This is an optimization exercise on Yosys and OpenROAD, whose aim is small area, a short achievable clock period and few clock cycles, not a production implementation.
At most, simulation tests tie the RTL to the original design; equivalence was not proved.
No activity file was given, so power comes from the tool's default toggle rates.

## run A
## conv_top
module conv_top
  #(
    parameter integer C_S00_AXIS_TDATA_WIDTH = 32
  )
  (
    input wire CLK,
    input wire RESETN,
    output wire S_AXIS_TREADY,
    input wire [C_S00_AXIS_TDATA_WIDTH-1 : 0] S_AXIS_TDATA,
    input wire [(C_S00_AXIS_TDATA_WIDTH/8)-1 : 0] S_AXIS_TKEEP,
    input wire S_AXIS_TUSER,
    input wire S_AXIS_TLAST,
    input wire S_AXIS_TVALID,
    input wire M_AXIS_TREADY,
    output wire M_AXIS_TUSER,
    output wire [C_S00_AXIS_TDATA_WIDTH-1 : 0] M_AXIS_TDATA,
    output wire [(C_S00_AXIS_TDATA_WIDTH/8)-1 : 0] M_AXIS_TKEEP,
    output wire M_AXIS_TLAST,
    output wire M_AXIS_TVALID,
    input wire [31:0] PADDR,
    input wire PSEL,
    input wire PENABLE,
    input wire PWRITE,
    input wire [31:0] PWDATA,
    output wire PSLVERR,
    output wire PREADY,
    output wire [31:0] PRDATA,
    output wire [13:0] MEM_ADDR,
    output wire [31:0] MEM_WDATA,
    output wire MEM_EN,
    output wire MEM_WE,
    input wire [31:0] MEM_RDATA
  );
For scale: about 3,600 cells after synthesis, ~530 flip-flops, about 37,000 µm² of cells after synthesis.
clock: 10.0 ns
lec_check: 0
cap_margin: 20
core_margin: 2
core_utilization: 40
slew_margin: 20
run.sh (not shown) runs the stock make flow with config.mk's settings and CLKGATE_MAP_FILE= SYNTH_SCRIPT=/design/flow/synth_recipe.tcl, a recipe that flattens the netlist after the stock synthesis.
Testbench counts of run A, summed over its fixed seeds: cycles 10,494.
Inputs modified between run A and run B:
- SETUP_SLACK_MARGIN newly set to 5
==> comparison <==
- Post-route met1 wirelength in run B is 460 µm higher than in run A
- clock as the top contributor to total power was reported by run A, and registers by run B.
- Against run A, wire length in run B came out worse.
- Post-route standard cell area excluding fillers ends up higher on run B.
- Taking run A as the reference point, the total number of vias of run B rises by 331.
- Taking run A as the reference, in run B global-route usage rose 0.35 points, worst-case setup margin in the final layout up 1.05 ns.

Setup of v6:
Another version of the RTL of conv_top (not shown whole).
Size: ~260 I/O pins.
Design conv_top, start of the top module:
module conv_top
  #(
    parameter integer C_S00_AXIS_TDATA_WIDTH = 32
  )
  (
    input wire CLK,
    input wire RESETN,
    output wire S_AXIS_TREADY,
    input wire [C_S00_AXIS_TDATA_WIDTH-1 : 0] S_AXIS_TDATA,
    input wire [(C_S00_AXIS_TDATA_WIDTH/8)-1 : 0] S_AXIS_TKEEP,
    input wire S_AXIS_TUSER,
    input wire S_AXIS_TLAST,
    input wire S_AXIS_TVALID,
    input wire M_AXIS_TREADY,
    output wire M_AXIS_TUSER,
    output wire [C_S00_AXIS_TDATA_WIDTH-1 : 0] M_AXIS_TDATA,
    output wire [(C_S00_AXIS_TDATA_WIDTH/8)-1 : 0] M_AXIS_TKEEP,
    output wire M_AXIS_TLAST,
    output wire M_AXIS_TVALID,
    input wire [31:0] PADDR,
    input wire PSEL,
    input wire PENABLE,
    input wire PWRITE,
    input wire [31:0] PWDATA,
    output wire PSLVERR,
    output wire PREADY,
    output wire [31:0] PRDATA,
    output wire [13:0] MEM_ADDR,
    output wire [31:0] MEM_WDATA,
    output wire MEM_EN,
    output wire MEM_WE,
    input wire [31:0] MEM_RDATA
  );
  assign PREADY  = 1'b1;
  assign PSLVERR = 1'b0;
  assign M_AXIS_TUSER = 1'b0;
  assign M_AXIS_TKEEP = 4'hF;
  wire       cmd_wr;
  wire [4:0] ic, oc;
  wire       fl8;
  wire       f_done, b_done, r_done, t_done;
  wire       prdata0;
  assign PRDATA = {31'd0, prdata0};
  conv_apb u_conv_apb (
    .clk(CLK), .rstn(RESETN),
    .paddr(PADDR[15:0]), .psel(PSEL), .penable(PENABLE), .pwrite(PWRITE), .pwdata(PWDATA),
    .prdata0(prdata0),
    .f_done(f_done), .b_done(b_done), .r_done(r_done), .t_done(t_done),
    .cmd_wr(cmd_wr), .ic(ic), .oc(oc), .fl8(fl8)
  );
  conv_module u_conv_module (
    .clk(CLK), .rstn(RESETN),
    .cmd_wr(cmd_wr), .cmd(PWDATA[2:0]), .ic(ic), .oc(oc), .fl8(fl8),
  ...
clock: 10.0 ns
lec_check: 0
cap_margin: 20
core_margin: 2
core_utilization: 40
setup_slack_margin: 5
slew_margin: 20
standard.sh (not shown) runs the stock make flow with config.mk's settings and CLKGATE_MAP_FILE= SYNTH_SCRIPT=/design/flow/synth_recipe.tcl, a recipe that flattens the netlist after the stock synthesis.
==> flow/flow/run.sh <==
#!/bin/bash
# The standard layout, with ORFS's timing repair aiming further below the
# fixed 10 ns clock (the clock and constraints are unchanged).
set -euo pipefail
bash standard.sh SETUP_SLACK_MARGIN=7.0 finish > flow_make.log 2>&1
In summary, v6 completed successfully, with a layout that passed the timing, DRC and antenna checks.
The inputs of v7 differ from those of v6 as listed below.
==> flow/flow/run.sh <==
#!/bin/bash
# The standard layout, with ORFS's timing repair aiming further below the
# fixed 10 ns clock (the clock and constraints are unchanged).
set -euo pipefail
bash standard.sh SETUP_SLACK_MARGIN=6.5 finish > flow_make.log 2>&1
--- outcome ---
- Diff v6 -> v7: clock tree skew after final layout decreased 0.0033 ns; non-clock buffer count decreased by about 37% relative to the old numbers; worst hold slack lost 0.0044 ns; total leakage power lost 1.0 nW.
No run of this note included a check of the RTL's function; only the layout flow was run.

## afterwards: timing with drivers on the ports
The flow's constraints put no driver on any port. The routed layouts listed below were extracted and timed again, unchanged, in two steps. Step 1 sets driving cells, clkbuf_16 on the clock port and buf_2 on the other inputs (assumed; they add their load-dependent delay and slew). Step 2 adds t to the input delays and takes it off the output delays; t is the mean of the earliest and latest rising clock arrival at the registers after step 1. Input paths then give back, and output paths get back, about the clock's delay inside the block. Slacks: ideal ports / drivers / drivers and shift; pairs: ideal ports / drivers.
run | t (ns) | slack for setup (ns) | hold slack, ns | worst setup path at the end | clock arrival spread, ns
run A | 0.707 | 3.983 / 3.983 / 3.983 | 0.322 / 0.322 / 0.322 | register to register | 0.067 / 0.067
run B | 0.727 | 5.035 / 5.035 / 4.679 | 0.324 / 0.324 / 0.324 | input to register | 0.095 / 0.094
v6 | 0.685 | 6.440 / 6.440 / 6.223 | 0.318 / 0.318 / 0.318 | input to register | 0.040 / 0.040
v7 | 0.679 | 6.512 / 6.475 / 5.887 | 0.313 / 0.313 / 0.313 | input to register | 0.031 / 0.032
After both steps every run listed still meets setup and hold. For v7, which loses most, drivers alone change the setup slack by -0.037 ns; drivers and shift together by -0.625 ns.
